Source: an optimization exercise on an open RTL-to-GDS flow (aim: small area, a short achievable clock period and few clock cycles). Production flows keep margins and buffers that such runs may drop. In this exercise RTL edits were held to simulation tests only and were not proved equivalent to the original.

--- flow/flow/run.sh ---
#!/bin/bash
set -euo pipefail
bash standard.sh SETUP_SLACK_MARGIN=8 'BUFFER_PORTS_ARGS=-buffer_cell sky130_fd_sc_hd__buf_1' finish > standard_make.log 2>&1
--- flow/standard.sh ---
#!/bin/bash
# synth_recipe.tcl (not shown) runs the flow's synth.tcl, then flattens the netlist and writes it again
# the make line also repeats each setting of config.mk as NAME=value (left out here)
make -C /OpenROAD-flow-scripts/flow DESIGN_CONFIG=/design/flow/config.mk WORK_HOME=/design/flow/orfs CLKGATE_MAP_FILE= SYNTH_SCRIPT=/design/flow/synth_recipe.tcl "${@:-finish}"
--- flow/config.mk ---
export PLATFORM = sky130hd
export DESIGN_NAME = LearningMachine
export DESIGN_NICKNAME = LearningMachine
export VERILOG_FILES = /design/flow/design.v
export SDC_FILE = /design/flow/constraint.sdc
export NUM_CORES = 4
export LEC_CHECK = 0
export ABC_CLOCK_PERIOD_IN_PS = 5000
export CAP_MARGIN = 20
export CORE_MARGIN = 2
export CORE_UTILIZATION = 40
export SETUP_SLACK_MARGIN = 5
export SLEW_MARGIN = 20
export SYNTH_HIERARCHICAL = 1
export SYNTH_MINIMUM_KEEP_SIZE = 0
--- flow/constraint.sdc ---
create_clock -name core_clock -period 12.0 [get_ports {clk}]
set_input_delay 2.4000 -clock core_clock [delete_from_list [all_inputs] [get_ports {clk}]]
set_output_delay 2.4000 -clock core_clock [all_outputs]
set_load 0.01 [all_outputs]
--- flow/design.v ---
`timescale 1ns/1ns
module Controller(input clk, rst, start, compare, flag, output InitYin, InitW1, InitW2, InitB, InitFlag, InitAlpha, LdX1, LdX2, LdT, Select2, LdYin, LdFlag, LdAlphaT, LdW1, LdW2, LdB,ReadEn,Ready, output [1:0] Select1, Sel1, Sel2);
	reg initYin, initW1, initW2, initB, initFlag, initAlpha, ldX1, ldX2, ldT, select2, ldYin, ldFlag, ldAlphaT, ldW1, ldW2, ldB;
	reg [1:0] select1, sel1, sel2;
	reg [3:0] ns, ps;
	reg ldCnt, cntDown;
	reg readEn, ready;
	wire co;
	reg [7:0] Cout;
	always@(ps, start, co, compare, flag)begin
		ns = 4'b0;
		case(ps)
			4'b0000: begin
				ns = (start)? 4'b0001 : 4'b0000;
			  end
			4'b0001: begin
				ns = 4'b0010;
				end
			4'b0010: begin
				ns = 4'b0011;
				end
			4'b0011: begin
				ns = 4'b0100;
				end
			4'b0100: begin
				ns = 4'b0101;
				end
			4'b0101: begin
				ns = compare ? 4'b0110 : 4'b1010;
				end
			4'b0110: begin
				ns = 4'b0111;
				end
			4'b0111: begin
				ns = 4'b1000;
				end
			4'b1000: begin
				ns = 4'b1001;
				end
			4'b1001: begin
				ns = 4'b1010;
				end
			4'b1010: begin
				ns = (co == 0) ? 4'b0010 : 
				     (flag == 1) ? 4'b1011 : 
				     (flag == 0) ? 4'b0000 : 4'b1010;
				end
			4'b1011: begin
			  ns = 4'b0010;
			  end
			default: ns = 4'b0000;
		endcase
	end
	always@(ps)begin
		{initYin, initW1, initW2, initB, initFlag, ldCnt, initAlpha, ldX1, ldX2, ldT, cntDown, select2, ldYin, ldFlag, ldAlphaT, ldW1, ldW2, ldB} = 18'b0;
		readEn = 1'b0;
		ready = 1'b0;
		select1 = 2'b0;
		sel1 = 2'b0;
		sel2 = 2'b0;
		case(ps)
			4'b0000: begin
				ready = 1;
			  end
			4'b0001: begin
				initW1 = 1;
				initW2 = 1;
				initB = 1;
				initYin = 1;
				ldCnt = 1;
				initAlpha = 1;
				end
			4'b0010: begin
				ldX1 = 1;
				ldX2 = 1;
				ldT = 1;
				cntDown = 1;
				readEn = 1;
				end
			4'b0011: begin
				sel1 = 2'b00;
				sel2 = 2'b01;
				select1 = 2'b01;
				select2 = 1;
				ldYin = 1;
				end
			4'b0100: begin
				sel1 = 2'b01;
				sel2 = 2'b10;
				select1 = 2'b00;
				select2 = 1;
				ldYin = 1;
				end
			4'b0101: begin
				end
			4'b0110: begin
				sel1 = 2'b10;
				sel2 = 2'b0;
				ldAlphaT = 1;
				ldFlag = 1;
				end
			4'b0111: begin
				sel1 = 2'b11;
				sel2 = 2'b01;
				select2 = 1;
				select1 = 2'b10;
				ldW1 = 1;
				end
			4'b1000: begin
				sel1 = 2'b11;
				sel2 = 2'b10;
				select2 = 1;
				select1 = 2'b11;
				ldW2 = 1;
				end
			4'b1001: begin
				select2 = 0;
				select1 = 2'b01;
				ldB = 1;
				end
			4'b1010: begin
				end
			4'b1011: begin
			  ldCnt = 1;
			  initFlag = 1;
			  end
		endcase
	end
	always@(posedge clk,posedge rst)begin
		if(rst) ps <= 4'b0000;
		else ps <= ns;
	end
	always@(posedge clk, posedge rst)begin
	  if(rst)
	    Cout = 8'b11001000;
	  else begin
	    if(ldCnt) Cout <= 8'b11001000;
	    else if(cntDown) Cout <= Cout - 1;
	  end
  end
  assign co = ~|{Cout};
  assign InitYin = initYin;
  assign InitW1 = initW1;
  assign InitW2 = initW2;
  assign InitB = initB;
  assign InitFlag = initFlag;
  assign LdCnt = ldCnt;
  assign InitAlpha = initAlpha;
  assign LdX1 = ldX1;
  assign LdX2 = ldX2;
  assign LdT = ldT;
  assign CntDown = cntDown;
  assign Select1 = select1;
  assign Select2 = select2;
  assign LdYin = ldYin;
  assign LdFlag = ldFlag;
  assign LdAlphaT = ldAlphaT;
  assign LdW1 = ldW1;
  assign LdW2 = ldW2;
  assign LdB = ldB;
  assign Sel1 = sel1;
  assign Sel2 = sel2;
  assign ReadEn = readEn;
  assign Ready = ready;
endmodule
`timescale 1ns/1ns
module FlagReg(input clk,rst,loadData,initVal, output out);
  reg outData;
  assign out = outData;
  always@(posedge clk, posedge rst)begin
    if(rst) outData <= 1'b0;
    else
    begin
      if(initVal) outData <= 1'b0;
      else
    begin
    if (loadData) outData <= 1'b1;
    else outData <= outData;
    end
  end
  end
endmodule
`timescale 1ns/1ns
module Reg2bit(input clk,rst,loadData,initVal, input [1:0] inData, output[1:0] out);
  reg [1:0] outData;
  assign out = outData;
  always@(posedge clk, posedge rst)begin
    if(rst) outData <= 2'b0;
    else
    begin
      if(initVal) outData <= 2'b0;
      else
    begin
    if (loadData) outData <= inData;
    else outData <= outData;
    end
  end
  end
endmodule
`timescale 1ns/1ns
module Reg3bit(input clk,rst,loadData,initVal, input [2:0] inData, output[2:0] out);
  reg [2:0] outData;
  assign out = outData;
  always@(posedge clk, posedge rst)begin
    if(rst) outData <= 3'b0;
    else
    begin
      if(initVal) outData <= 3'b0;
      else
    begin
    if (loadData) outData <= inData;
    else outData <= outData;
    end
  end
  end
endmodule
`timescale 1ns/1ns
module Reg7bit(input clk,rst,loadData,initVal, input [6:0] inData, output[6:0] out);
  reg [6:0] outData;
  assign out = outData;
  always@(posedge clk, posedge rst)begin
    if(rst) outData <= 7'b0;
    else
    begin
      if(initVal) outData <= 7'b0;
      else
    begin
    if (loadData) outData <= inData;
    else outData <= outData;
    end
  end
  end
endmodule
`timescale 1ns/1ns
module Reg14bit(input clk,rst,loadData,initVal, input [13:0] inData, output[13:0] out);
  reg [13:0] outData;
  assign out = outData;
  always@(posedge clk, posedge rst)begin
    if(rst) outData <= 14'b0;
    else
    begin
      if(initVal) outData <= 14'b0;
      else
    begin
    if (loadData) outData <= inData;
    else outData <= outData;
    end
  end
  end
endmodule
`timescale 1ns/1ns
module Mux2to1(input select, input [13:0]in1,in2, output [13:0]MuxOut);
  assign MuxOut = ~select ? in1 : in2;
endmodule
`timescale 1ns/1ns
module Mux4to1(input [1:0]select, input [13:0]in1,in2,in3,in4, output [13:0]MuxOut);
  assign MuxOut = select==2'b00 ? in1 :
          select==2'b01 ? in2 :
          select==2'b10 ? in3 :
          select==2'b11 ? in4 : 14'bz;
endmodule
`timescale 1ns/1ns
module adder( input [13:0] op1, op2, output [13:0] result );
  assign result = op1 + op2;
endmodule
`timescale 1ns/1ns
module multiplier( input [13:0] op1, op2, output [13:0] result );
  wire [27:0] w;
  wire signed [13:0] operand1,operand2;
  assign operand1 = op1;
  assign operand2 = op2;
  assign w = operand1 * operand2;
  assign result = w[21:8];
endmodule
`timescale 1ns/1ns
module DataPath(input clk,rst, input [6:0] x1Data,x2Data, input [1:0] tData, input InitYin, InitW1, InitW2, InitB, InitFlag, InitAlpha, LdX1, LdX2, LdT, Select2, LdYin, LdFlag, LdAlphaT, LdW1, LdW2, LdB, input [1:0]  Select1, Sel1, Sel2, output compare, flag, output[1:0] signYin, output[13:0] w1,w2,b,Yin);
  wire [6:0] x1,x2;
  wire [1:0] t;
  wire [2:0] alpha,alphaT;
  wire [13:0] AddOut,MultOut,MultOp1,MultOp2,AddOp1,AddOp2;
  wire [13:0] castedT,castedAlphaT,castedAlpha,castedX1,castedX2;
  assign castedT = t[1] ? {4'b1111, t, 8'b0}: {4'b0, t, 8'b0};
  assign castedAlphaT = alphaT[2] ? {5'b11111, alphaT, 6'b0}: {5'b0, alphaT, 6'b0};
  assign castedAlpha = alpha[2] ? {5'b11111, alpha, 6'b0}: {5'b0, alpha, 6'b0};
  assign castedX1 = x1[6] ? {3'b111, x1, 4'b0}: {3'b0, x1, 4'b0};
  assign castedX2 = x2[6] ? {3'b111, x2, 4'b0}: {3'b0, x2, 4'b0};
  FlagReg FLAG(clk,rst,LdFlag,InitFlag, flag);
  Reg2bit T(clk,rst,LdT,1'b0,tData,t);
  Reg3bit ALPHA(clk,rst,InitAlpha,1'b0,3'b011, alpha);
  Reg3bit ALPHAT(clk,rst,LdAlphaT,1'b0,MultOut[8:6], alphaT);
  Reg7bit X1(clk,rst,LdX1,1'b0,x1Data, x1);
  Reg7bit X2(clk,rst,LdX2,1'b0,x2Data, x2);
  Reg14bit W1(clk,rst,LdW1,InitW1,AddOut, w1);
  Reg14bit W2(clk,rst,LdW2,InitW2,AddOut, w2);
  Reg14bit B (clk,rst,LdB,InitB,AddOut, b);
  Reg14bit YIN (clk,rst,LdYin,InitYin,AddOut, Yin);
  Mux4to1 MULTOP1(Sel1,w1,w2,castedT,castedAlphaT, MultOp1);
  Mux4to1 MULTOP2(Sel2,castedAlpha,castedX1,castedX2,14'b0, MultOp2);
  Mux4to1 ADDOP1(Select1,Yin,b,w1,w2, AddOp1);
  Mux2to1 ADDOP2(Select2,castedAlphaT,MultOut, AddOp2);
  multiplier MULTIPLIER(MultOp1,MultOp2, MultOut);
  adder ADDER(AddOp1,AddOp2, AddOut);
  assign compare = (Yin == 14'b0) ? 1 : (Yin[13] ^ t[1]);
  assign signYin = Yin[13] ? 2'b11 : 2'b01;  
endmodule
`timescale 1ns/1ns
module LearningMachine(input clk,rst, start, input [6:0] x1Data,x2Data, input [1:0] tData, output[1:0] signYin, output[13:0] w1,w2,b,Yin,output ReadEn, Ready);
  reg busy, rdEn, valid;
  reg xlast, flag;
  reg [7:0] cnt;      
  reg [6:0] x1, x2;
  reg [3:0] o1, o2;      
  reg [2:0] tw1, tw2;    
  reg t;
  reg [11:0] u1, u2;
  reg [7:0] v;
  reg [13:0] yReg;
  wire [13:0] ya, yb;
  wire [11:0] u1n, u2n;
  wire n1;
  wire n2;
  wire n3;
  wire n4;
  wire n5;
  wire n6;
  wire n7;
  wire n8;
  wire n9;
  wire n10;
  wire n11;
  wire n12;
  wire n13;
  wire n14;
  wire n15;
  wire n16;
  wire n17;
  wire n18;
  wire n19;
  wire n20;
  wire n21;
  wire n22;
  wire n23;
  wire n24;
  wire n25;
  wire n26;
  wire n27;
  wire n28;
  wire n29;
  wire n30;
  wire n31;
  wire n32;
  wire n33;
  wire n34;
  wire n35;
  wire n36;
  wire n37;
  wire n38;
  wire n39;
  wire n40;
  wire n41;
  wire n42;
  wire n43;
  wire n44;
  wire n45;
  wire n46;
  wire n47;
  wire n48;
  wire n49;
  wire n50;
  wire n51;
  wire n52;
  wire n53;
  wire n54;
  wire n55;
  wire n56;
  wire n57;
  wire n58;
  wire n59;
  wire n60;
  wire n61;
  wire n62;
  wire n63;
  wire n64;
  wire n65;
  wire n66;
  wire n67;
  wire n68;
  wire n69;
  wire n70;
  wire n71;
  wire n72;
  wire n73;
  wire n74;
  wire n75;
  wire n76;
  wire n77;
  wire n78;
  wire n79;
  wire n80;
  wire n81;
  wire n82;
  wire n83;
  wire n84;
  wire n85;
  wire n86;
  wire n87;
  wire n88;
  wire n89;
  wire n90;
  wire n91;
  wire n92;
  wire n93;
  wire n94;
  wire n95;
  wire n96;
  wire n97;
  wire n98;
  wire n99;
  wire t100;
  wire s101;
  wire c102;
  wire t103;
  wire s104;
  wire c105;
  wire s106;
  wire c107;
  wire t108;
  wire s109;
  wire c110;
  wire t111;
  wire s112;
  wire c113;
  wire t114;
  wire s115;
  wire c116;
  wire t117;
  wire s118;
  wire c119;
  wire s120;
  wire c121;
  wire t122;
  wire s123;
  wire c124;
  wire t125;
  wire s126;
  wire c127;
  wire t128;
  wire s129;
  wire c130;
  wire t131;
  wire s132;
  wire c133;
  wire t134;
  wire s135;
  wire c136;
  wire t137;
  wire s138;
  wire c139;
  wire t140;
  wire s141;
  wire c142;
  wire t143;
  wire s144;
  wire c145;
  wire t146;
  wire s147;
  wire c148;
  wire t149;
  wire s150;
  wire c151;
  wire t152;
  wire s153;
  wire c154;
  wire t155;
  wire s156;
  wire c157;
  wire t158;
  wire s159;
  wire c160;
  wire t161;
  wire s162;
  wire c163;
  wire t164;
  wire s165;
  wire c166;
  wire t167;
  wire s168;
  wire c169;
  wire t170;
  wire s171;
  wire c172;
  wire s173;
  wire c174;
  wire t175;
  wire s176;
  wire c177;
  wire t178;
  wire s179;
  wire c180;
  wire s181;
  wire c182;
  wire t183;
  wire s184;
  wire c185;
  wire s186;
  wire c187;
  wire t188;
  wire s189;
  wire c190;
  wire t191;
  wire s192;
  wire c193;
  wire t194;
  wire s195;
  wire c196;
  wire s197;
  wire c198;
  wire t199;
  wire s200;
  wire c201;
  wire t202;
  wire s203;
  wire c204;
  wire t205;
  wire s206;
  wire c207;
  wire t208;
  wire s209;
  wire c210;
  wire t211;
  wire s212;
  wire c213;
  wire t214;
  wire s215;
  wire c216;
  wire t217;
  wire s218;
  wire c219;
  wire t220;
  wire s221;
  wire c222;
  wire t223;
  wire s224;
  wire c225;
  wire t226;
  wire s227;
  wire c228;
  wire t229;
  wire s230;
  wire c231;
  wire t232;
  wire s233;
  wire c234;
  wire t235;
  wire s236;
  wire c237;
  wire t238;
  wire s239;
  wire c240;
  wire t241;
  wire s242;
  wire c243;
  wire t244;
  wire s245;
  wire c246;
  wire t247;
  wire s248;
  wire c249;
  wire t250;
  wire s251;
  wire c252;
  wire t253;
  wire s254;
  wire c255;
  wire t256;
  wire s257;
  wire c258;
  wire t259;
  wire s260;
  wire c261;
  wire t262;
  wire s263;
  wire c264;
  wire s265;
  wire c266;
  wire t267;
  wire s268;
  wire c269;
  wire t270;
  wire s271;
  wire c272;
  wire t273;
  wire s274;
  wire c275;
  wire t276;
  wire s277;
  wire c278;
  wire t279;
  wire s280;
  wire c281;
  wire t282;
  wire s283;
  wire c284;
  wire t285;
  wire s286;
  wire c287;
  wire t288;
  wire s289;
  wire c290;
  wire t291;
  wire s292;
  wire c293;
  wire t294;
  wire s295;
  wire c296;
  wire t297;
  wire s298;
  wire c299;
  wire t300;
  wire s301;
  wire c302;
  wire t303;
  wire s304;
  wire c305;
  wire s306;
  wire c307;
  wire t308;
  wire s309;
  wire c310;
  wire t311;
  wire s312;
  wire c313;
  wire t314;
  wire s315;
  wire c316;
  wire t317;
  wire s318;
  wire c319;
  wire t320;
  wire s321;
  wire c322;
  wire t323;
  wire s324;
  wire c325;
  wire t326;
  wire s327;
  wire c328;
  wire t329;
  wire s330;
  wire c331;
  wire t332;
  wire s333;
  wire c334;
  wire t335;
  wire s336;
  wire c337;
  wire t338;
  wire s339;
  wire c340;
  wire t341;
  wire s342;
  wire c343;
  wire t344;
  wire s345;
  wire c346;
  wire s347;
  wire c348;
  wire s349;
  wire c350;
  wire s351;
  wire c352;
  wire s353;
  wire c354;
  wire s355;
  wire c356;
  wire s357;
  wire c358;
  wire s359;
  wire c360;
  wire s361;
  wire c362;
  wire s363;
  wire c364;
  wire s365;
  wire c366;
  wire s367;
  wire c368;
  wire s369;
  wire c370;
  wire s371;
  wire c372;
  wire s373;
  wire c374;
  wire g375;
  wire p376;
  wire g377;
  wire p378;
  wire g379;
  wire p380;
  wire g381;
  wire p382;
  wire g383;
  wire p384;
  wire g385;
  wire p386;
  wire g387;
  wire p388;
  wire g389;
  wire p390;
  wire g391;
  wire p392;
  wire g393;
  wire p394;
  wire g395;
  wire p396;
  wire g397;
  wire p398;
  wire g399;
  wire p400;
  wire g401;
  wire p402;
  wire g403;
  wire p404;
  wire g405;
  wire p406;
  wire g407;
  wire p408;
  wire g409;
  wire p410;
  wire g411;
  wire p412;
  wire g413;
  wire p414;
  wire g415;
  wire p416;
  wire g417;
  wire p418;
  wire g419;
  wire p420;
  wire g421;
  wire p422;
  wire g423;
  wire p424;
  wire y425;
  wire y426;
  wire y427;
  wire y428;
  wire y429;
  wire y430;
  wire y431;
  wire y432;
  wire y433;
  wire y434;
  wire y435;
  wire y436;
  wire y437;
  assign n1 = ((o1[0] & u1[0])) ^ x1[1];
  assign n2 = ((o1[0] & u1[1]) | (tw1[0] & u1[0])) ^ x1[1];
  assign n3 = ((o1[0] & u1[2]) | (tw1[0] & u1[1])) ^ x1[1];
  assign n4 = ((o1[0] & u1[3]) | (tw1[0] & u1[2])) ^ x1[1];
  assign n5 = ((o1[0] & u1[4]) | (tw1[0] & u1[3])) ^ x1[1];
  assign n6 = ((o1[0] & u1[5]) | (tw1[0] & u1[4])) ^ x1[1];
  assign n7 = ((o1[0] & u1[6]) | (tw1[0] & u1[5])) ^ x1[1];
  assign n8 = ((o1[0] & u1[7]) | (tw1[0] & u1[6])) ^ x1[1];
  assign n9 = ((o1[0] & u1[8]) | (tw1[0] & u1[7])) ^ x1[1];
  assign n10 = ((o1[0] & u1[9]) | (tw1[0] & u1[8])) ^ x1[1];
  assign n11 = ((o1[0] & u1[10]) | (tw1[0] & u1[9])) ^ x1[1];
  assign n12 = ((o1[0] & u1[11]) | (tw1[0] & u1[10])) ^ x1[1];
  assign n13 = ~(((o1[0] & u1[11]) | (tw1[0] & u1[11])) ^ x1[1]);
  assign n14 = ((o1[1] & u1[0])) ^ x1[3];
  assign n15 = ((o1[1] & u1[1]) | (tw1[1] & u1[0])) ^ x1[3];
  assign n16 = ((o1[1] & u1[2]) | (tw1[1] & u1[1])) ^ x1[3];
  assign n17 = ((o1[1] & u1[3]) | (tw1[1] & u1[2])) ^ x1[3];
  assign n18 = ((o1[1] & u1[4]) | (tw1[1] & u1[3])) ^ x1[3];
  assign n19 = ((o1[1] & u1[5]) | (tw1[1] & u1[4])) ^ x1[3];
  assign n20 = ((o1[1] & u1[6]) | (tw1[1] & u1[5])) ^ x1[3];
  assign n21 = ((o1[1] & u1[7]) | (tw1[1] & u1[6])) ^ x1[3];
  assign n22 = ((o1[1] & u1[8]) | (tw1[1] & u1[7])) ^ x1[3];
  assign n23 = ((o1[1] & u1[9]) | (tw1[1] & u1[8])) ^ x1[3];
  assign n24 = ((o1[1] & u1[10]) | (tw1[1] & u1[9])) ^ x1[3];
  assign n25 = ((o1[1] & u1[11]) | (tw1[1] & u1[10])) ^ x1[3];
  assign n26 = ~(((o1[1] & u1[11]) | (tw1[1] & u1[11])) ^ x1[3]);
  assign n27 = ((o1[2] & u1[0])) ^ x1[5];
  assign n28 = ((o1[2] & u1[1]) | (tw1[2] & u1[0])) ^ x1[5];
  assign n29 = ((o1[2] & u1[2]) | (tw1[2] & u1[1])) ^ x1[5];
  assign n30 = ((o1[2] & u1[3]) | (tw1[2] & u1[2])) ^ x1[5];
  assign n31 = ((o1[2] & u1[4]) | (tw1[2] & u1[3])) ^ x1[5];
  assign n32 = ((o1[2] & u1[5]) | (tw1[2] & u1[4])) ^ x1[5];
  assign n33 = ((o1[2] & u1[6]) | (tw1[2] & u1[5])) ^ x1[5];
  assign n34 = ((o1[2] & u1[7]) | (tw1[2] & u1[6])) ^ x1[5];
  assign n35 = ((o1[2] & u1[8]) | (tw1[2] & u1[7])) ^ x1[5];
  assign n36 = ((o1[2] & u1[9]) | (tw1[2] & u1[8])) ^ x1[5];
  assign n37 = ((o1[2] & u1[10]) | (tw1[2] & u1[9])) ^ x1[5];
  assign n38 = ((o1[2] & u1[11]) | (tw1[2] & u1[10])) ^ x1[5];
  assign n39 = (o1[3] & u1[0]);
  assign n40 = x1[6] & ~((o1[3] & u1[0]));
  assign n41 = ((o1[3] & u1[1])) ^ x1[6];
  assign n42 = ((o1[3] & u1[2])) ^ x1[6];
  assign n43 = ((o1[3] & u1[3])) ^ x1[6];
  assign n44 = ((o1[3] & u1[4])) ^ x1[6];
  assign n45 = ((o1[3] & u1[5])) ^ x1[6];
  assign n46 = ((o1[3] & u1[6])) ^ x1[6];
  assign n47 = ((o1[3] & u1[7])) ^ x1[6];
  assign n48 = ((o1[3] & u1[8])) ^ x1[6];
  assign n49 = ((o1[3] & u1[9])) ^ x1[6];
  assign n50 = n1 & x1[1] & n2;
  assign n51 = ((o2[0] & u2[0])) ^ x2[1];
  assign n52 = ((o2[0] & u2[1]) | (tw2[0] & u2[0])) ^ x2[1];
  assign n53 = ((o2[0] & u2[2]) | (tw2[0] & u2[1])) ^ x2[1];
  assign n54 = ((o2[0] & u2[3]) | (tw2[0] & u2[2])) ^ x2[1];
  assign n55 = ((o2[0] & u2[4]) | (tw2[0] & u2[3])) ^ x2[1];
  assign n56 = ((o2[0] & u2[5]) | (tw2[0] & u2[4])) ^ x2[1];
  assign n57 = ((o2[0] & u2[6]) | (tw2[0] & u2[5])) ^ x2[1];
  assign n58 = ((o2[0] & u2[7]) | (tw2[0] & u2[6])) ^ x2[1];
  assign n59 = ((o2[0] & u2[8]) | (tw2[0] & u2[7])) ^ x2[1];
  assign n60 = ((o2[0] & u2[9]) | (tw2[0] & u2[8])) ^ x2[1];
  assign n61 = ((o2[0] & u2[10]) | (tw2[0] & u2[9])) ^ x2[1];
  assign n62 = ((o2[0] & u2[11]) | (tw2[0] & u2[10])) ^ x2[1];
  assign n63 = ~(((o2[0] & u2[11]) | (tw2[0] & u2[11])) ^ x2[1]);
  assign n64 = ((o2[1] & u2[0])) ^ x2[3];
  assign n65 = ((o2[1] & u2[1]) | (tw2[1] & u2[0])) ^ x2[3];
  assign n66 = ((o2[1] & u2[2]) | (tw2[1] & u2[1])) ^ x2[3];
  assign n67 = ((o2[1] & u2[3]) | (tw2[1] & u2[2])) ^ x2[3];
  assign n68 = ((o2[1] & u2[4]) | (tw2[1] & u2[3])) ^ x2[3];
  assign n69 = ((o2[1] & u2[5]) | (tw2[1] & u2[4])) ^ x2[3];
  assign n70 = ((o2[1] & u2[6]) | (tw2[1] & u2[5])) ^ x2[3];
  assign n71 = ((o2[1] & u2[7]) | (tw2[1] & u2[6])) ^ x2[3];
  assign n72 = ((o2[1] & u2[8]) | (tw2[1] & u2[7])) ^ x2[3];
  assign n73 = ((o2[1] & u2[9]) | (tw2[1] & u2[8])) ^ x2[3];
  assign n74 = ((o2[1] & u2[10]) | (tw2[1] & u2[9])) ^ x2[3];
  assign n75 = ((o2[1] & u2[11]) | (tw2[1] & u2[10])) ^ x2[3];
  assign n76 = ~(((o2[1] & u2[11]) | (tw2[1] & u2[11])) ^ x2[3]);
  assign n77 = ((o2[2] & u2[0])) ^ x2[5];
  assign n78 = ((o2[2] & u2[1]) | (tw2[2] & u2[0])) ^ x2[5];
  assign n79 = ((o2[2] & u2[2]) | (tw2[2] & u2[1])) ^ x2[5];
  assign n80 = ((o2[2] & u2[3]) | (tw2[2] & u2[2])) ^ x2[5];
  assign n81 = ((o2[2] & u2[4]) | (tw2[2] & u2[3])) ^ x2[5];
  assign n82 = ((o2[2] & u2[5]) | (tw2[2] & u2[4])) ^ x2[5];
  assign n83 = ((o2[2] & u2[6]) | (tw2[2] & u2[5])) ^ x2[5];
  assign n84 = ((o2[2] & u2[7]) | (tw2[2] & u2[6])) ^ x2[5];
  assign n85 = ((o2[2] & u2[8]) | (tw2[2] & u2[7])) ^ x2[5];
  assign n86 = ((o2[2] & u2[9]) | (tw2[2] & u2[8])) ^ x2[5];
  assign n87 = ((o2[2] & u2[10]) | (tw2[2] & u2[9])) ^ x2[5];
  assign n88 = ((o2[2] & u2[11]) | (tw2[2] & u2[10])) ^ x2[5];
  assign n89 = ((o2[3] & u2[0])) ^ x2[6];
  assign n90 = ((o2[3] & u2[1])) ^ x2[6];
  assign n91 = ((o2[3] & u2[2])) ^ x2[6];
  assign n92 = ((o2[3] & u2[3])) ^ x2[6];
  assign n93 = ((o2[3] & u2[4])) ^ x2[6];
  assign n94 = ((o2[3] & u2[5])) ^ x2[6];
  assign n95 = ((o2[3] & u2[6])) ^ x2[6];
  assign n96 = ((o2[3] & u2[7])) ^ x2[6];
  assign n97 = ((o2[3] & u2[8])) ^ x2[6];
  assign n98 = ((o2[3] & u2[9])) ^ x2[6];
  assign n99 = n51 & x2[1] & n52;
  LM_x2 xt100(x1[3], x2[3], t100);
  LM_x2 xs101(t100, n3, s101);
  LM_mj mc102(x1[3], x2[3], n3, c102);
  LM_x2 xt103(x1[5], x2[5], t103);
  LM_x2 xs104(t103, n5, s104);
  LM_mj mc105(x1[5], x2[5], n5, c105);
  LM_ha hs106(n6, n17, s106, c107);
  LM_x2 xt108(x2[6], n7, t108);
  LM_x2 xs109(t108, n18, s109);
  LM_mj mc110(x2[6], n7, n18, c110);
  LM_x2 xt111(n29, n39, t111);
  LM_x2 xs112(t111, n57, s112);
  LM_mj mc113(n29, n39, n57, c113);
  LM_x2 xt114(n8, n19, t114);
  LM_x2 xs115(t114, n30, s115);
  LM_mj mc116(n8, n19, n30, c116);
  LM_x2 xt117(n40, n41, t117);
  LM_x2 xs118(t117, n58, s118);
  LM_mj mc119(n40, n41, n58, c119);
  LM_ha hs120(n69, n80, s120, c121);
  LM_x2 xt122(v[0], n9, t122);
  LM_x2 xs123(t122, n20, s123);
  LM_mj mc124(v[0], n9, n20, c124);
  LM_x2 xt125(n31, n42, t125);
  LM_x2 xs126(t125, n59, s126);
  LM_mj mc127(n31, n42, n59, c127);
  LM_x2 xt128(n70, n81, t128);
  LM_x2 xs129(t128, n91, s129);
  LM_mj mc130(n70, n81, n91, c130);
  LM_x2 xt131(v[1], n10, t131);
  LM_x2 xs132(t131, n21, s132);
  LM_mj mc133(v[1], n10, n21, c133);
  LM_x2 xt134(n32, n43, t134);
  LM_x2 xs135(t134, n60, s135);
  LM_mj mc136(n32, n43, n60, c136);
  LM_x2 xt137(n71, n82, t137);
  LM_x2 xs138(t137, n92, s138);
  LM_mj mc139(n71, n82, n92, c139);
  LM_x2 xt140(v[2], n11, t140);
  LM_x2 xs141(t140, n22, s141);
  LM_mj mc142(v[2], n11, n22, c142);
  LM_x2 xt143(n33, n44, t143);
  LM_x2 xs144(t143, n61, s144);
  LM_mj mc145(n33, n44, n61, c145);
  LM_x2 xt146(n72, n83, t146);
  LM_x2 xs147(t146, n93, s147);
  LM_mj mc148(n72, n83, n93, c148);
  LM_x2 xt149(v[3], n12, t149);
  LM_x2 xs150(t149, n23, s150);
  LM_mj mc151(v[3], n12, n23, c151);
  LM_x2 xt152(n34, n45, t152);
  LM_x2 xs153(t152, n62, s153);
  LM_mj mc154(n34, n45, n62, c154);
  LM_x2 xt155(n73, n84, t155);
  LM_x2 xs156(t155, n94, s156);
  LM_mj mc157(n73, n84, n94, c157);
  LM_x2 xt158(v[4], n13, t158);
  LM_x2 xs159(t158, n24, s159);
  LM_mj mc160(v[4], n13, n24, c160);
  LM_x2 xt161(n35, n46, t161);
  LM_x2 xs162(t161, n63, s162);
  LM_mj mc163(n35, n46, n63, c163);
  LM_x2 xt164(n74, n85, t164);
  LM_x2 xs165(t164, n95, s165);
  LM_mj mc166(n74, n85, n95, c166);
  LM_x2 xt167(1'b1, v[5], t167);
  LM_x2 xs168(t167, n25, s168);
  LM_mj mc169(1'b1, v[5], n25, c169);
  LM_x2 xt170(n36, n47, t170);
  LM_x2 xs171(t170, n75, s171);
  LM_mj mc172(n36, n47, n75, c172);
  LM_ha hs173(n86, n96, s173, c174);
  LM_x2 xt175(1'b1, v[6], t175);
  LM_x2 xs176(t175, n26, s176);
  LM_mj mc177(1'b1, v[6], n26, c177);
  LM_x2 xt178(n37, n48, t178);
  LM_x2 xs179(t178, n76, s179);
  LM_mj mc180(n37, n48, n76, c180);
  LM_ha hs181(n87, n97, s181, c182);
  LM_x2 xt183(v[7], n38, t183);
  LM_x2 xs184(t183, n49, s184);
  LM_mj mc185(v[7], n38, n49, c185);
  LM_ha hs186(n88, n98, s186, c187);
  LM_x2 xt188(n14, n50, t188);
  LM_x2 xs189(t188, n53, s189);
  LM_mj mc190(n14, n50, n53, c190);
  LM_x2 xt191(n4, n15, t191);
  LM_x2 xs192(t191, n54, s192);
  LM_mj mc193(n4, n15, n54, c193);
  LM_x2 xt194(n16, n27, t194);
  LM_x2 xs195(t194, n55, s195);
  LM_mj mc196(n16, n27, n55, c196);
  LM_ha hs197(n66, n77, s197, c198);
  LM_x2 xt199(n28, n56, t199);
  LM_x2 xs200(t199, n67, s200);
  LM_mj mc201(n28, n56, n67, c201);
  LM_x2 xt202(n78, s106, t202);
  LM_x2 xs203(t202, c105, s203);
  LM_mj mc204(n78, s106, c105, c204);
  LM_x2 xt205(n68, n79, t205);
  LM_x2 xs206(t205, n89, s206);
  LM_mj mc207(n68, n79, n89, c207);
  LM_x2 xt208(c107, s109, t208);
  LM_x2 xs209(t208, s112, s209);
  LM_mj mc210(c107, s109, s112, c210);
  LM_x2 xt211(n90, s120, t211);
  LM_x2 xs212(t211, c110, s212);
  LM_mj mc213(n90, s120, c110, c213);
  LM_x2 xt214(c113, s115, t214);
  LM_x2 xs215(t214, s118, s215);
  LM_mj mc216(c113, s115, s118, c216);
  LM_x2 xt217(c121, c116, t217);
  LM_x2 xs218(t217, c119, s218);
  LM_mj mc219(c121, c116, c119, c219);
  LM_x2 xt220(s123, s126, t220);
  LM_x2 xs221(t220, s129, s221);
  LM_mj mc222(s123, s126, s129, c222);
  LM_x2 xt223(c124, c127, t223);
  LM_x2 xs224(t223, c130, s224);
  LM_mj mc225(c124, c127, c130, c225);
  LM_x2 xt226(s132, s135, t226);
  LM_x2 xs227(t226, s138, s227);
  LM_mj mc228(s132, s135, s138, c228);
  LM_x2 xt229(c133, c136, t229);
  LM_x2 xs230(t229, c139, s230);
  LM_mj mc231(c133, c136, c139, c231);
  LM_x2 xt232(s141, s144, t232);
  LM_x2 xs233(t232, s147, s233);
  LM_mj mc234(s141, s144, s147, c234);
  LM_x2 xt235(c142, c145, t235);
  LM_x2 xs236(t235, c148, s236);
  LM_mj mc237(c142, c145, c148, c237);
  LM_x2 xt238(s150, s153, t238);
  LM_x2 xs239(t238, s156, s239);
  LM_mj mc240(s150, s153, s156, c240);
  LM_x2 xt241(c151, c154, t241);
  LM_x2 xs242(t241, c157, s242);
  LM_mj mc243(c151, c154, c157, c243);
  LM_x2 xt244(s159, s162, t244);
  LM_x2 xs245(t244, s165, s245);
  LM_mj mc246(s159, s162, s165, c246);
  LM_x2 xt247(s173, c160, t247);
  LM_x2 xs248(t247, c163, s248);
  LM_mj mc249(s173, c160, c163, c249);
  LM_x2 xt250(c166, s168, t250);
  LM_x2 xs251(t250, s171, s251);
  LM_mj mc252(c166, s168, s171, c252);
  LM_x2 xt253(c174, s181, t253);
  LM_x2 xs254(t253, c169, s254);
  LM_mj mc255(c174, s181, c169, c255);
  LM_x2 xt256(c172, s176, t256);
  LM_x2 xs257(t256, s179, s257);
  LM_mj mc258(c172, s176, s179, c258);
  LM_x2 xt259(t, c182, t259);
  LM_x2 xs260(t259, s186, s260);
  LM_mj mc261(t, c182, s186, c261);
  LM_x2 xt262(c177, c180, t262);
  LM_x2 xs263(t262, s184, s263);
  LM_mj mc264(c177, c180, s184, c264);
  LM_ha hs265(n64, n99, s265, c266);
  LM_x2 xt267(n65, c102, t267);
  LM_x2 xs268(t267, c190, s268);
  LM_mj mc269(n65, c102, c190, c269);
  LM_x2 xt270(s197, c193, t270);
  LM_x2 xs271(t270, s104, s271);
  LM_mj mc272(s197, c193, s104, c272);
  LM_x2 xt273(c198, c196, t273);
  LM_x2 xs274(t273, s200, s274);
  LM_mj mc275(c198, c196, s200, c275);
  LM_x2 xt276(c201, s206, t276);
  LM_x2 xs277(t276, c204, s277);
  LM_mj mc278(c201, s206, c204, c278);
  LM_x2 xt279(c207, s212, t279);
  LM_x2 xs280(t279, c210, s280);
  LM_mj mc281(c207, s212, c210, c281);
  LM_x2 xt282(c213, c216, t282);
  LM_x2 xs283(t282, s218, s283);
  LM_mj mc284(c213, c216, s218, c284);
  LM_x2 xt285(c219, c222, t285);
  LM_x2 xs286(t285, s224, s286);
  LM_mj mc287(c219, c222, s224, c287);
  LM_x2 xt288(c225, c228, t288);
  LM_x2 xs289(t288, s230, s289);
  LM_mj mc290(c225, c228, s230, c290);
  LM_x2 xt291(c231, c234, t291);
  LM_x2 xs292(t291, s236, s292);
  LM_mj mc293(c231, c234, s236, c293);
  LM_x2 xt294(c237, c240, t294);
  LM_x2 xs295(t294, s242, s295);
  LM_mj mc296(c237, c240, s242, c296);
  LM_x2 xt297(c243, c246, t297);
  LM_x2 xs298(t297, s248, s298);
  LM_mj mc299(c243, c246, s248, c299);
  LM_x2 xt300(c249, s254, t300);
  LM_x2 xs301(t300, c252, s301);
  LM_mj mc302(c249, s254, c252, c302);
  LM_x2 xt303(c255, s260, t303);
  LM_x2 xs304(t303, c258, s304);
  LM_mj mc305(c255, s260, c258, c305);
  LM_ha hs306(s265, s101, s306, c307);
  LM_x2 xt308(c266, s192, t308);
  LM_x2 xs309(t308, s268, s309);
  LM_mj mc310(c266, s192, s268, c310);
  LM_x2 xt311(s195, c269, t311);
  LM_x2 xs312(t311, s271, s312);
  LM_mj mc313(s195, c269, s271, c313);
  LM_x2 xt314(c272, s203, t314);
  LM_x2 xs315(t314, s274, s315);
  LM_mj mc316(c272, s203, s274, c316);
  LM_x2 xt317(c275, s209, t317);
  LM_x2 xs318(t317, s277, s318);
  LM_mj mc319(c275, s209, s277, c319);
  LM_x2 xt320(s215, c278, t320);
  LM_x2 xs321(t320, s280, s321);
  LM_mj mc322(s215, c278, s280, c322);
  LM_x2 xt323(s221, c281, t323);
  LM_x2 xs324(t323, s283, s324);
  LM_mj mc325(s221, c281, s283, c325);
  LM_x2 xt326(s227, c284, t326);
  LM_x2 xs327(t326, s286, s327);
  LM_mj mc328(s227, c284, s286, c328);
  LM_x2 xt329(s233, c287, t329);
  LM_x2 xs330(t329, s289, s330);
  LM_mj mc331(s233, c287, s289, c331);
  LM_x2 xt332(s239, c290, t332);
  LM_x2 xs333(t332, s292, s333);
  LM_mj mc334(s239, c290, s292, c334);
  LM_x2 xt335(s245, c293, t335);
  LM_x2 xs336(t335, s295, s336);
  LM_mj mc337(s245, c293, s295, c337);
  LM_x2 xt338(s251, c296, t338);
  LM_x2 xs339(t338, s298, s339);
  LM_mj mc340(s251, c296, s298, c340);
  LM_x2 xt341(s257, c299, t341);
  LM_x2 xs342(t341, s301, s342);
  LM_mj mc343(s257, c299, s301, c343);
  LM_x2 xt344(s263, c302, t344);
  LM_x2 xs345(t344, s304, s345);
  LM_mj mc346(s263, c302, s304, c346);
  assign ya = {c343, c340, c337, c334, c331, c328, c325, c322, c319, c316, c313, c310, c307, s306};
  assign yb = {s345, s342, s339, s336, s333, s330, s327, s324, s321, s318, s315, s312, s309, s189};
  LM_ha hs347(s306, s189, s347, c348);
  LM_ha hs349(c307, s309, s349, c350);
  LM_ha hs351(c310, s312, s351, c352);
  LM_ha hs353(c313, s315, s353, c354);
  LM_ha hs355(c316, s318, s355, c356);
  LM_ha hs357(c319, s321, s357, c358);
  LM_ha hs359(c322, s324, s359, c360);
  LM_ha hs361(c325, s327, s361, c362);
  LM_ha hs363(c328, s330, s363, c364);
  LM_ha hs365(c331, s333, s365, c366);
  LM_ha hs367(c334, s336, s367, c368);
  LM_ha hs369(c337, s339, s369, c370);
  LM_ha hs371(c340, s342, s371, c372);
  LM_ha hs373(c343, s345, s373, c374);
  LM_g qg375(c350, s349, c348, g375);
  LM_gp qg377(c354, s353, c352, s351, g377, p378);
  LM_gp qg379(c358, s357, c356, s355, g379, p380);
  LM_gp qg381(c362, s361, c360, s359, g381, p382);
  LM_gp qg383(c366, s365, c364, s363, g383, p384);
  LM_gp qg385(c370, s369, c368, s367, g385, p386);
  LM_gp qg387(c374, s373, c372, s371, g387, p388);
  LM_g qg389(c352, s351, g375, g389);
  LM_g qg391(g377, p378, g375, g391);
  LM_gp qg393(c360, s359, g379, p380, g393, p394);
  LM_gp qg395(g381, p382, g379, p380, g395, p396);
  LM_gp qg397(c368, s367, g383, p384, g397, p398);
  LM_gp qg399(g385, p386, g383, p384, g399, p400);
  LM_g qg401(c356, s355, g391, g401);
  LM_g qg403(g379, p380, g391, g403);
  LM_g qg405(g393, p394, g391, g405);
  LM_g qg407(g395, p396, g391, g407);
  LM_gp qg409(c372, s371, g399, p400, g409, p410);
  LM_gp qg411(g387, p388, g399, p400, g411, p412);
  LM_g qg413(c364, s363, g407, g413);
  LM_g qg415(g383, p384, g407, g415);
  LM_g qg417(g397, p398, g407, g417);
  LM_g qg419(g399, p400, g407, g419);
  LM_g qg421(g409, p410, g407, g421);
  LM_g qg423(g411, p412, g407, g423);
  assign y425 = s349 ^ c348;
  assign y426 = s351 ^ g375;
  assign y427 = s353 ^ g389;
  assign y428 = s355 ^ g391;
  assign y429 = s357 ^ g401;
  assign y430 = s359 ^ g403;
  assign y431 = s361 ^ g405;
  assign y432 = s363 ^ g407;
  assign y433 = s365 ^ g413;
  assign y434 = s367 ^ g415;
  assign y435 = s369 ^ g417;
  assign y436 = s371 ^ g419;
  assign y437 = s373 ^ g421;
  assign yt = {y437, y436, y435, y434, y433, y432, y431, y430, y429, y428, y427, y426, y425, s347};
  wire [5:0] xl1 = x1[5:0] ^ {6{t}};
  wire xs1 = x1[6] ^ t;
  assign u1n = u1 + {4'd0, ~xs1, xs1, xl1} + {4'd0, ~xs1, xl1, t} + {4'b1111, 6'd0, t, 1'b0};
  wire [5:0] xl2 = x2[5:0] ^ {6{t}};
  wire xs2 = x2[6] ^ t;
  assign u2n = u2 + {4'd0, ~xs2, xs2, xl2} + {4'd0, ~xs2, xl2, t} + {4'b1111, 6'd0, t, 1'b0};
  wire [13:0] yt;    
  wire [13:0] y = {yt[13] ^ t, yt[12:0]};
  wire [13:0] zx = ya ^ yb ^ {ya[12:0] | yb[12:0], 1'b0} ^ {t, 13'd0};
  wire yzero = ~|zx;
  wire mis = yzero | yt[13];
  wire upd = valid & mis;
  wire clr = ~busy & start;
  wire [7:0] vn = v + {{6{t}}, ~t, 1'b1};    
  wire last = (cnt == 8'd14);
  function [6:0] booth(input [6:0] x);
    reg [8:0] e;
    integer i;
    begin
      e = {x[6], x, 1'b0};
      for (i = 0; i < 4; i = i + 1)
        booth[i] = e[2*i+1] ^ e[2*i];
      for (i = 0; i < 3; i = i + 1)
        booth[4+i] = (e[2*i+2] & ~e[2*i+1] & ~e[2*i]) | (~e[2*i+2] & e[2*i+1] & e[2*i]);
    end
  endfunction
  wire [6:0] bd1 = booth(x1Data);
  wire [6:0] bd2 = booth(x2Data);
  always @(posedge clk) begin
    x1 <= x1Data; x2 <= x2Data; t <= tData[1];
    o1 <= bd1[3:0]; tw1 <= bd1[6:4];
    o2 <= bd2[3:0]; tw2 <= bd2[6:4];
  end
  always @(posedge clk) begin
    if (!busy) begin
      xlast <= 1'b0; flag <= 1'b0; cnt <= 8'd1;
    end else begin
      if (rdEn) begin
        xlast <= last;
        cnt <= last ? 8'd1 : {cnt[6:0], cnt[7] ^ cnt[5] ^ cnt[4] ^ cnt[3]};
      end
      if (rdEn && last) flag <= 1'b0;
      else if (upd && !xlast) flag <= 1'b1;
    end
  end
  always @(posedge clk, posedge rst) begin
    if (rst) begin
      busy <= 1'b0; rdEn <= 1'b0; valid <= 1'b0;
      u1 <= 12'd0; u2 <= 12'd0; v <= 8'd0; yReg <= 14'd0;
    end else begin
      if (valid) yReg <= y;
      u1 <= upd ? u1n : u1 & {12{~clr}};
      u2 <= upd ? u2n : u2 & {12{~clr}};
      v <= upd ? vn : v & {8{~clr}};
      if (!busy) begin
        if (start) begin
          busy <= 1'b1; rdEn <= 1'b1; valid <= 1'b0;
        end
      end else begin
        valid <= rdEn;
        if (rdEn && last) begin
          rdEn <= flag | upd;
        end else if (!rdEn && xlast && valid) begin
          rdEn <= mis;
          busy <= mis;
        end
      end
    end
  end
  assign w1 = {u1, 2'b00};
  assign w2 = {u2, 2'b00};
  assign b = {v, 6'b0};
  assign Yin = yReg;
  assign signYin = {yReg[13], 1'b1};
  assign ReadEn = rdEn;
  assign Ready = ~busy;
endmodule
module LM_x2(input a, b, output y);
  assign y = a ^ b;
endmodule
module LM_mj(input a, b, c, output y);
  assign y = (a & b) | (a & c) | (b & c);
endmodule
module LM_fa(input a, b, c, output s, co);
  assign s = a ^ b ^ c;
  assign co = (a & b) | (a & c) | (b & c);
endmodule
module LM_ha(input a, b, output s, co);
  assign s = a ^ b;
  assign co = a & b;
endmodule
module LM_gp(input gh, ph, gl, pl, output g, p);
  assign g = gh | (ph & gl);
  assign p = ph & pl;
endmodule
module LM_g(input gh, ph, gl, output g);
  assign g = gh | (ph & gl);
endmodule
==> summary.md, run 1 <==
The run finished with no timing, DRC or antenna violations. Clock tree synthesis found a total of 86 sinks. From synthesis to final layout, the design area changed by 21.9%. For the initial antenna violation count, the log shows 0.

The setup clock skew after layout was 0.0103 ns. Most common library cell in the layout ignoring fill and taps: xor2_1. The critical setup path kind was flip-flop to flip-flop. Summed over all layers, the global routing overflow is 0.

Top-area cell type share of the netlist area: 0.178. The count of nets left with antenna violations after detail routing came out at 0. The library cells used most frequently in the layout, excluding fill and tap cells, are xor2_1, xnor2_1, buf_4, maj3_2, buf_1. The run gives 0 as the final-report hold violation count.

The count of pins over their slew limit was 0; the critical path data required time was 12.24 ns. The floorplan die height is 158 µm. Max-cap violations in this run came to 0. The number of DRC markers in iteration 0 is 513. At the pin with the least slew margin, the transition time is 0.772 ns. The finished layout holds 1503 standard cells, fillers aside. In this run the mean area of a mapped cell was 8.78 µm². Kind of path behind the tightest hold check: flip-flop to flip-flop. The run gives 0.208 as the register area share after synthesis. The worst setup path is captured at a flip-flop. The via density per instance came out at 5.09.

The die is 158 µm wide. The most used flip-flop cell after synthesis is dfrtp_1. The synthesized design contains 0 enable-type register cells. The logs give 4.87 ns for the data arrival at the endpoint of the critical path and 1075 for the synthesized instance count. After detailed routing, the number of remaining DRC violations is 0. The H-tree was split into 3 levels. Startpoint class of the critical path: a flip-flop.

Setup repair after global routing could not meet its margin everywhere. The logs give 0.196 for the global-route usage over all layers and 0 ns for the sum of negative setup slack. The tools report the full die area as 0.0248 mm². Buffers inserted during clock tree synthesis total 9. The pre-antenna-repair detailed-routing pass consisted of 6 iterations. Ranked by total cell area, the synthesized netlist is headed by xor2_1, dfrtp_1, xnor2_1, maj3_2, ha_1. In this run the count of I/O pins placed on the die edge is 79.

The synthesized design contains 86 register bits. Row generation in the floorplan step produced 56 rows. At the later pin of the worst-skew pair, clock insertion delay measures 0.36 ns.

The standard cell core area is 0.0233 mm². Setup violations remaining at the end of the flow were counted as 0. Hold repair after CTS inserted 0 buffers. The placer's final routability congestion estimate is 0.838. The HPWL after detailed placement is 16.8 mm. Once placement completed, the tool counted placed cells totaling 1399. In this run the deepest clock path goes through 2 buffers. Final worst-path cycle share: 0.386. The worst slew slack as a fraction of its limit is 0.472. Entering global routing, the biggest net connects 50 pins. The first global-routing pass estimated 38.1 mm of wire. The count of buffers added on input and output ports is 66. The clock root buffer was clkbuf_16. The logs give 1272 for the final net count and 51 for the number of library cell types mapped by synthesis.

The post-layout minimum cycle time works out to 4.63 ns. After detailed routing, the total wire length is 24.8 mm. TritonCTS built the clock tree.

The largest fanout of any net on the critical path is 8. The share of flip-flops with an asynchronous set or reset works out to 0.570. The routed layout has 7654 vias. The antenna diode count was 0; the initial core utilization was 0.405. For this run, the top clock speed supported by timing is 216 MHz. The fraction of final layout cells with drive strength greater than 1 came out at 0.255.

The cell type contributing the most total cell area after synthesis is xor2_1. Summing every instance area after synthesis gives 0.00944 mm². Yosys printed 8 warnings. Clock-pin slew was measured on the worst setup and hold paths at 0.07 ns.

The number of global-route vias before repair was 7285. Dividing the detail-routed wire length by the instance count gives 16.5 µm.
==> Yosys stat by module, one instance, submodules excluded <==
module	cells inside	area [µm²]
LearningMachine	795	6780
LM_gp	2	13.8
LM_g	1	7.51
LM_x2	1	8.76
LM_ha	1	12.5
LM_mj	1	11.3
==> cell families (layout without fill, tap and decap cells) <==
| kind of cell | count (synthesis) | in the layout | share of synthesized area |
|---|---|---|---|
| buffers and inverters | 143 | 239 | 0.0640 |
| adder cells (fa/ha/maj) | 146 | 146 | 0.194 |
| AND/OR/NAND/NOR | 170 | 170 | 0.0861 |
| flip-flops | 86 | 86 | 0.208 |
| XOR/XNOR | 323 | 323 | 0.300 |
| other | 2 | 15 | 0.000795 |
| AO/OA/AOI/OAI | 197 | 197 | 0.138 |
| multiplexers | 8 | 8 | 0.00875 |
==> repair_timing <==
| item | 4_1_cts | 5_1_grt |
|---|---|---|
| pin swaps | 40 | 54 |
| endpoints found under the setup margin | 40 | 40 |
| hold endpoints to repair | 0 | 0 |
| cloned | 3 | 3 |
| setup buffers | 59 | 23 |
| resized for setup | 83 | 74 |
==> layout make-up <==
| type | count | area [µm²] |
|---|---|---|
| clock buffers | 11 | 243 |
| fillers | 2189 | 11800 |
| inverters | 64 | 240 |
| flip-flops and latches | 86 | 2050 |
| multi-input cells | 859 | 7410 |
| repair buffers | 159 | 1110 |
| well taps | 319 | 399 |
| clock inverters | 5 | 57.6 |
==> cell usage after synthesis, drive strengths merged, types with 3 or more instances <==
| library cell | n |
|---|---|
| clkbuf | 54 |
| xnor2 | 131 |
| nor3 | 6 |
| maj3 | 72 |
| a21oi | 31 |
| nand3 | 31 |
| nand2b | 13 |
| a31oi | 4 |
| o41ai | 4 |
| nand3b | 3 |
| o21a | 3 |
| nor2b | 6 |
| buf | 25 |
| ha | 61 |
| inv | 63 |
| xor2 | 192 |
| a21o | 30 |
| fa | 13 |
| o21bai | 3 |
| a22oi | 64 |
| mux2i | 6 |
| o21ai | 47 |
| and2 | 15 |
| dfxtp | 37 |
| nor2 | 41 |
| dfrtp | 49 |
| nand2 | 47 |
==> layer usage <==
layer / vias up / wire [µm] / global-route usage
met5: - / 0 / 0
met4: 0 / 327 / 0.0429
met3: 22 / 999 / 0.0348
met2: 185 / 11700 / 0.324
met1: 3663 / 11700 / 0.268
li1: 3784 / - / -
==> per-stage QoR <==
step	instance area [µm²]	setup slack (ns)	util	hold slack, ns
detailed placement	9850	6.52	0.422	0.456
floorplan	9660	7.62	-	0.435
global route	11500	7.17	0.493	0.483
finish	11500	7.37	0.493	0.468
global placement	9850	6.58	0.422	0.447
CTS	10900	7.47	0.469	0.472
==> registers in the layout, indices dropped and copies added, names as in the netlist <==
signal / cells
tw1: 3
cnt: 8
valid: 1
xlast: 1
t: 1
yReg: 14
flag: 1
x2: 6
busy: 1
u2: 12
u1: 12
x1: 6
tw2: 3
v: 8
o1: 4
o2: 4
rdEn: 1
==> final timing paths <==
| check | start | end | slack (ns) | cells past startpoint |
|---|---|---|---|---|
| max | u2[5] | u1[11] | 7.37 | 22 |
| min | flag | flag | 0.47 | 1 |
| max reg2reg | u2[5] | u1[11] | 7.37 | 22 |
| min reg2reg | flag | flag | 0.47 | 1 |
| max in group asynchronous | rst | u1[1] | 9.26 | 3 |
| min in group asynchronous | rst | yReg[6] | 2.20 | 3 |
==> critical path: stages, from the launching register on <==
cell and delay, ns:
dfrtp_2 0.51, buf_4 0.18, a22oi_2 0.16, xnor2_2 0.10
buf_4 0.16, xor2_2 0.19, maj3_2 0.36, maj3_2 0.35
xor2_1 0.20, xor2_1 0.20, buf_4 0.15, ha_4 0.20
and2_4 0.14, a21o_1 0.14, a21o_1 0.18, a21o_1 0.19
xnor2_2 0.14, nand2b_4 0.14, o41a_4 0.14, buf_12 0.16
and2_4 0.18, o21bai_1 0.16, a22o_1 0.18
Testbench counts, summed over its fixed seeds: cycles 145,544.
==> inputs of run 2 (changes only) <==
==> flow/flow/run.sh (replaced) <==
#!/bin/bash
set -euo pipefail
bash standard.sh SETUP_SLACK_MARGIN=8.5 'BUFFER_PORTS_ARGS=-buffer_cell sky130_fd_sc_hd__buf_1' finish > standard_make.log 2>&1
==> run 2 against run 1 <==
Global-route usage rose by 0.48 points. Highest routed layer unchanged. Wire length rose by 3.0%. Fmax fell by 0.14%. First-iteration DRC count fell by 10%. Hold slack improved by 0.011 ns. Synthesized cell count did not move. Die area did not move. Clock skew barely moved. Critical endpoint unchanged. Largest cell class unchanged. Area after synthesis did not move.
==> summary.md, run 2 <==
The run finished with no timing, DRC or antenna violations. The library cells used most frequently in the layout, excluding fill and tap cells, are xor2_1, xnor2_1, buf_4, maj3_2, inv_1. The detailed-route wire length per cell was 16.7 µm (+1.5%).

Top-area cell type share of the netlist area: 0.178 (unchanged). The logs give 0.405 (unchanged) for the initial core utilization and 56 (unchanged) for the site row count. Sorting the synthesized cells by how often they occur yields xor2_1, xnor2_1, maj3_2.

The count of input and output buffers came out at 66 (unchanged). The cell type contributing the most total cell area after synthesis is xor2_1. The post-DP HPWL is 16.9 mm (+0.77%), and the max-cap check violation count is 0 (unchanged).

Share of flip-flops with an asynchronous set or reset: 0.570 (unchanged). The largest fanout of any net on the critical path came out at 8 (unchanged). The largest registers in the layout are yReg: 14 flops, u1: 12 flops, u2: 12 flops.

Number of enable-type register cells in the synthesized netlist: 0 (unchanged). The clock insertion delay at the later pin of the skew report was 0.36 ns (about the same); the count of state elements after synthesis was 86 (unchanged). Worst-case clock buffer depth: 2 (unchanged). The post-placement setup slack came out at 6.54 ns (+0.0108 ns).

The chip width was 158 µm (unchanged); the post-CTS clock slew at the launch and capture registers of the worst setup and hold paths was 0.07 ns (about the same). The critical path data required time is 12.24 ns (about the same). The post-cts hold buffer count was 0 (unchanged); the global-route usage over all layers was 0.201 (+0.00481).

Maximum level of the CTS H-tree: 3 (unchanged). The tools report the I/O pin total as 79 (unchanged). For the antenna diode count, the log shows 0 (unchanged). Via count of the routed design: 7761 (+1.4%).

The total setup violations reported at the end of the flow was 0 (unchanged); the wire length of the first global-routing pass was 38.9 mm (+2.2%). The data arrival at the endpoint of the critical path is 4.88 ns (about the same), and the critical path's largest stage delay is 0.50 ns (about the same). The routed wire length came out at 25.5 mm (+3.0%). Maximum clock rate: 216 MHz (-0.14%).

The full die area is 0.0248 mm² (unchanged), and the final worst-path cycle share is 0.386 (+0.000545). The register area share after synthesis came out at 0.208 (unchanged). The average footprint of a synthesized cell is 8.78 µm² (unchanged), and the floorplan die height is 158 µm (unchanged).

The startpoint identified for the worst register-to-register timing path is u1[5]. The run gives 51 (unchanged) as the number of library cell types mapped by synthesis. The number of buffers and inverters on the critical path came out at 2 (-2).

The initial antenna violation count is 0 (unchanged). TritonCTS built the clock tree. The maximum number of pins on one net before global-route repair came out at 50 (unchanged). The register name with the most flops was yReg.

The via density per instance is 5.09 (-0.13%). The sum of negative setup slack is 0 ns (unchanged). The mapped cell area was 0.00944 mm² (unchanged). The post-layout minimum cycle time works out to 4.63 ns (+0.00654 ns). The worst setup path is captured at a flip-flop.

The fraction of final layout cells with drive strength greater than 1 was 0.315 (+0.0598); the number of DRC markers in iteration 0 was 460 (-10%). Leftover overflow at the end of global routing: 0 (unchanged). The tools report the final-report hold violation count as 0 (unchanged). For the length of the first detailed-routing pass in iterations, the log shows 5 (-1). The cell type of the slowest stage on the worst timing path was dfrtp_2.

The run gives 86 (unchanged) as the number of clock sinks. The synthesized instance count came out at 1075 (unchanged). The run gives 7360 (+1.0%) as the number of global-route vias before repair. The final net count came out at 1295 (+1.8%).

The tools report the worst hold path startpoint as flag. Sorting the synthesized cells by area gives the leading types as xor2_1, dfrtp_1, xnor2_1, maj3_2, ha_1. The setup clock skew after layout is 0.0101 ns (-0.000257 ns), and the worst slew slack as a fraction of its limit is 0.483 (+0.0114).

Flip-flop count of the largest register after layout: 14 (unchanged). The library cell with the highest instance count after synthesis is xor2_1. The count of pins over their slew limit is 0 (unchanged). The most common library cell in the layout ignoring fill and taps was xor2_1.

The least setup slack across all paths after layout was 7.37 ns (-0.00654 ns); the number of clock buffers inserted by TritonCTS was 9 (unchanged). Relative to the synthesized area, the layout overhead comes to 27.4%. The cell sitting at the root of the clock tree is a clkbuf_16. The count of nets left with antenna violations after detail routing was 0 (unchanged). In the synthesized netlist the dominant register cell turns out to be dfrtp_1. The remaining routing DRC violations came out at 0 (unchanged).

The tightest min-delay check is of the flip-flop to flip-flop type. The most critical setup path has its startpoint at u1[5]. The run gives 8 (unchanged) as the yosys synthesis warning count. The post-layout utilization of the core is 0.515 (+0.0222), and the standard cell core area is 0.0233 mm² (unchanged). Setup repair after global routing could not meet its margin everywhere. The run gives 0.894 (+6.6%) as the placer's final routability congestion estimate. Traced cell by cell, the critical path runs through a22oi_2 -> xnor2_2 -> xor2_1 -> xor2_1 -> maj3_2 -> xor2_2 -> xor2_2 -> buf_4 -> maj3_2 -> ha_4 -> and2_4 -> a21o_1 -> a21o_4 -> a21o_1 -> xnor2_2 -> nand2b_4 -> o41a_4 -> buf_12 -> and2_4 -> o21bai_1 -> a22o_1.

The setup path with the least slack is of type flip-flop to flip-flop. In this design, the largest share of critical-path delay is due to compound AO/OA/AOI/OAI gates. The startpoint class of the critical path is a flip-flop.

The transition at the pin with the smallest max-transition slack was 0.755 ns (-0.0166 ns).
-- run 2: cell counts after synthesis --
Identical to the previous run, type by type.
-- run 2: per-layer routing --
| layer | track usage | share of wire |
|---|---|---|
| met1 | 0.268 | 0.45 |
| met2 | 0.343 | 0.49 |
| met3 | 0.0282 | 0.039 |
| met4 | 0.0472 | 0.015 |
| met5 | 0 | 0 |
-- run 2: cell type report --
cell class	count	area, µm²
clock buffer	10	239
clock inverter	6	53.8
fill	2136	11300
inverter	64	245
multi-input combinational	859	7580
sequential	86	2050
tap	319	399
timing repair buffer	182	1450
-- run 2: cell families after synthesis --
group	Yosys count	synth area share
mux	8	0.00875
compound gates	197	0.138
simple gates	170	0.0861
other cells	2	0.000795
flops	86	0.208
fa+ha+maj	146	0.194
xor+xnor	323	0.300
buf+inv	143	0.0640
-- run 2: worst paths after layout --
check	to	slack (ns)	depth (start not counted)
setup / recovery	u1[11]	7.37	21
hold / removal	flag	0.48	1
setup reg to reg	u1[11]	7.37	21
hold reg to reg	flag	0.48	1
max in group asynchronous	u1[2]	9.19	3
min in group asynchronous	rdEn	2.26	3
-- run 2: what timing repair did --
item | CTS | global route
resized for setup | 150 | 102
pin swaps | 67 | 74
setup buffers | 64 | 42
gates cloned | 5 | 0
setup endpoints to repair | 69 | 67
-- run 2: worst reg2reg max path, stage by stage (launching register included) --
cell and delay (ns):
dfrtp_2 0.50, a22oi_2 0.24, xnor2_2 0.15, xor2_1 0.21, xor2_1 0.28, maj3_2 0.32
xor2_2 0.21, xor2_2 0.11, buf_4 0.14, maj3_2 0.34, ha_4 0.24, and2_4 0.16
a21o_1 0.18, a21o_4 0.19, a21o_1 0.18, xnor2_2 0.15, nand2b_4 0.14, o41a_4 0.13
buf_12 0.16, and2_4 0.16, o21bai_1 0.15, a22o_1 0.18
-- run 2: modules after synthesis (local to each module, per instance) --
module,cells inside,copies in the design
LM_g,1,12
LM_gp,2,10
LM_ha,1,22
LM_mj,1,72
LM_x2,1,154
LearningMachine,795,1
-- run 2: per-stage QoR --
stage / instances / hold WS, ns / area (µm²)
after floorplan: 1088 / 0.435 / 9670
after global placement: 1399 / 0.448 / 9860
after detailed placement: 1399 / 0.467 / 9860
after CTS: 1484 / 0.484 / 11200
after global routing: 1526 / 0.496 / 12000
final: 1526 / 0.479 / 12000
==> inputs of run 3 (changes only) <==
==> flow/flow/run.sh (replaced) <==
#!/bin/bash
set -euo pipefail
bash standard.sh SETUP_SLACK_MARGIN=6.5 'BUFFER_PORTS_ARGS=-buffer_cell sky130_fd_sc_hd__buf_1' finish > standard_make.log 2>&1
==> run 3 against run 2 <==
Area after synthesis did not move. Die area did not move. First-iteration DRC count fell by 13%. Flip-flop and latch count did not move. Highest routed layer unchanged. Clock skew barely moved. Global-route usage fell by 2.0 points. Via count fell by 7.4%. Critical path type unchanged. Final area fell by 16%. Largest cell class unchanged. Core utilization fell by 8.0 points. Wire length fell by 14%.
==> summary.md, run 3 <==
The run finished with no timing, DRC or antenna violations. The post-CTS repair timing setup buffer count is 0 (-100%). The number of clock buffers inserted by TritonCTS is 9 (unchanged), and the length in cells of the worst reg-to-reg path is 20 (-4.8%).

The critical path data required time came out at 12.30 ns (+0.06 ns). The average footprint of a synthesized cell came out at 8.78 µm² (unchanged). The cell sitting at the root of the clock tree is a clkbuf_16. Final worst-path cycle share: 0.428 (+0.0422). The signal on the critical path passes through a22oi_1 -> xnor2_1 -> xor2_1 -> xor2_1 -> maj3_2 -> xor2_1 -> xor2_1 -> maj3_2 -> ha_1 -> and2_1 -> and2_1 -> a21o_1 -> a21o_1 -> xnor2_1 -> nand2b_1 -> o41a_2 -> clkbuf_8 -> and2_4 -> o21bai_1 -> a22o_1.

The initial antenna violation count came out at 0 (unchanged). The number of global-route vias before repair is 6897 (-6.3%). The synthesized instance count is 1075 (unchanged). The post-DP HPWL came out at 16.8 mm (-0.42%). The site row count is 56 (unchanged). The biggest area contributor in the post-synthesis netlist is xor2_1. The hold path depth is 1 (unchanged). The global-route usage over all layers is 0.181 (-0.0201). Via density per instance: 5.08 (-0.10%). Initial core utilization: 0.405 (unchanged). The area overhead of the layout relative to synthesis works out to 7.53%. The worst-case clock buffer depth was 2 (unchanged); the transition at the pin with the smallest max-transition slack was 0.760 ns (+0.00424 ns). Yosys synthesis warning count: 8 (unchanged). By instance count, the leading cell after synthesis is xor2_1.

The run gives 0 (unchanged) as the antenna diode count. The share of flip-flops with an asynchronous set or reset was 0.570 (unchanged). Leaving out fill and tap cells, the most frequent cells in the layout are xor2_1, xnor2_1, maj3_2, buf_1, a22oi_1.

The count of input and output buffers is 66 (unchanged). Grouping stages by cell kind, the critical path spends the most delay in XOR/XNOR gates. The fraction of final layout cells with drive strength greater than 1 works out to 0.110 (-0.204). For the sum of negative setup slack, the log shows 0 ns (unchanged). For the final worst hold slack, the log shows 0.462 ns (-0.0170 ns).

The number of gates on the worst path with buffers counted is 20 (-4.8%). In the final layout, the registers with the most flip-flops are yReg: 14 flops, u1: 12 flops, u2: 12 flops. The tools report the setup clock skew after layout as 0.0104 ns (+0.000355 ns). Remaining routing DRC violations: 0 (unchanged). The via count of the routed design came out at 7189 (-7.4%). For the routed wire length, the log shows 21.9 mm (-14%).

The worst setup path is captured at a flip-flop. The placer's final routability congestion estimate was 0.889 (-0.49%); the data arrival at the endpoint of the critical path was 5.44 ns (+0.56 ns).

The largest fanout of any net on the critical path came out at 64 (+56). The maximum clock rate is 195 MHz (-9.9%). The max-cap check violation count is 0 (unchanged).
## run 3: metrics by stage
stage          cell area [µm²]  utilization
4_1_cts                  10100        0.434
3_3_place_gp              9810        0.421
3_5_place_dp              9810        0.421
6_report                 10200        0.435
2_1_floorplan             9490            -
5_1_grt                  10200        0.435
## run 3: cell type report
class | instances | area [µm²]
clock inverter | 4 | 33.8
timing repair buffer | 71 | 292
inverter | 64 | 240
clock buffer | 12 | 278
fill | 2341 | 13200
tap | 319 | 399
multi-input combinational | 859 | 6920
sequential | 86 | 1990
## run 3: Yosys stat by module (local to each module, per instance)
module / cells / copies in the design / cell area [µm²] / flip-flops and latches
LM_x2: 1 / 154 / 8.76 / 0
LM_g: 1 / 12 / 7.51 / 0
LM_gp: 2 / 10 / 13.8 / 0
LearningMachine: 795 / 1 / 6780 / 86
LM_ha: 1 / 22 / 12.5 / 0
LM_mj: 1 / 72 / 11.3 / 0
## run 3: logic make-up (layout without fill, tap and decap cells)
kind of cell	Yosys count	in the layout	share of synthesized area
AOI/OAI and AO/OA	197	197	0.138
xor gates and xnor gates	323	323	0.300
adders and majority gates	146	146	0.194
buffers and inverters	143	151	0.0640
DFF	86	86	0.208
muxes	8	8	0.00875
other	2	15	0.000795
and+or+nand+nor	170	170	0.0861
## run 3: how the worst min path moves through the flow
stage,start,end,slack (ns)
finish,flag,flag,0.46
CTS,flag,flag,0.47
global placement,flag,flag,0.45
detailed placement,flag,flag,0.45
floorplan,flag,flag,0.44
global route,flag,flag,0.52
## run 3: per-layer routing
layer / routed length [µm] / GRT usage
met5: 0 / 0
met4: 350 / 0.0554
met3: 807 / 0.0246
met2: 10300 / 0.307
met1: 10400 / 0.238
## run 3: what timing repair did
action                     CTS  global route
hold buffers                 0             0
setup endpoints to repair    1            33
gates resized for setup      1            19
cloned                       0             0
pin swaps                    0             0

==> static timing again, ports no longer ideal <==
The flow's constraints put no driver on any port. The routed layouts listed below were extracted and timed again, unchanged, in two steps.
Step 1 (the two cells are an assumption about what drives the block):
set clk [get_ports {clk}]
set_driving_cell -lib_cell sky130_fd_sc_hd__clkbuf_16 $clk
set_driving_cell -lib_cell sky130_fd_sc_hd__buf_2 [delete_from_list [all_inputs] $clk]
Step 2, shift: input delay + t, output delay - t, t = (earliest + latest rising clock arrival at the registers) / 2. This alone moves slack from input paths to output paths.
a / b / c = ideal ports / drivers / drivers and shift; a / b = the first two.
run | shift t [ns] | setup slack, ns | slew at the worst register clock pin (ns)
run 1 | 0.396 | 7.373 / 7.373 / 7.373 | 0.07 / 0.07
run 2 | 0.393 | 7.366 / 7.366 / 7.366 | 0.08 / 0.08
run 3 | 0.405 | 6.860 / 6.860 / 6.860 | 0.07 / 0.07
After both steps setup and hold are still met in every run listed.
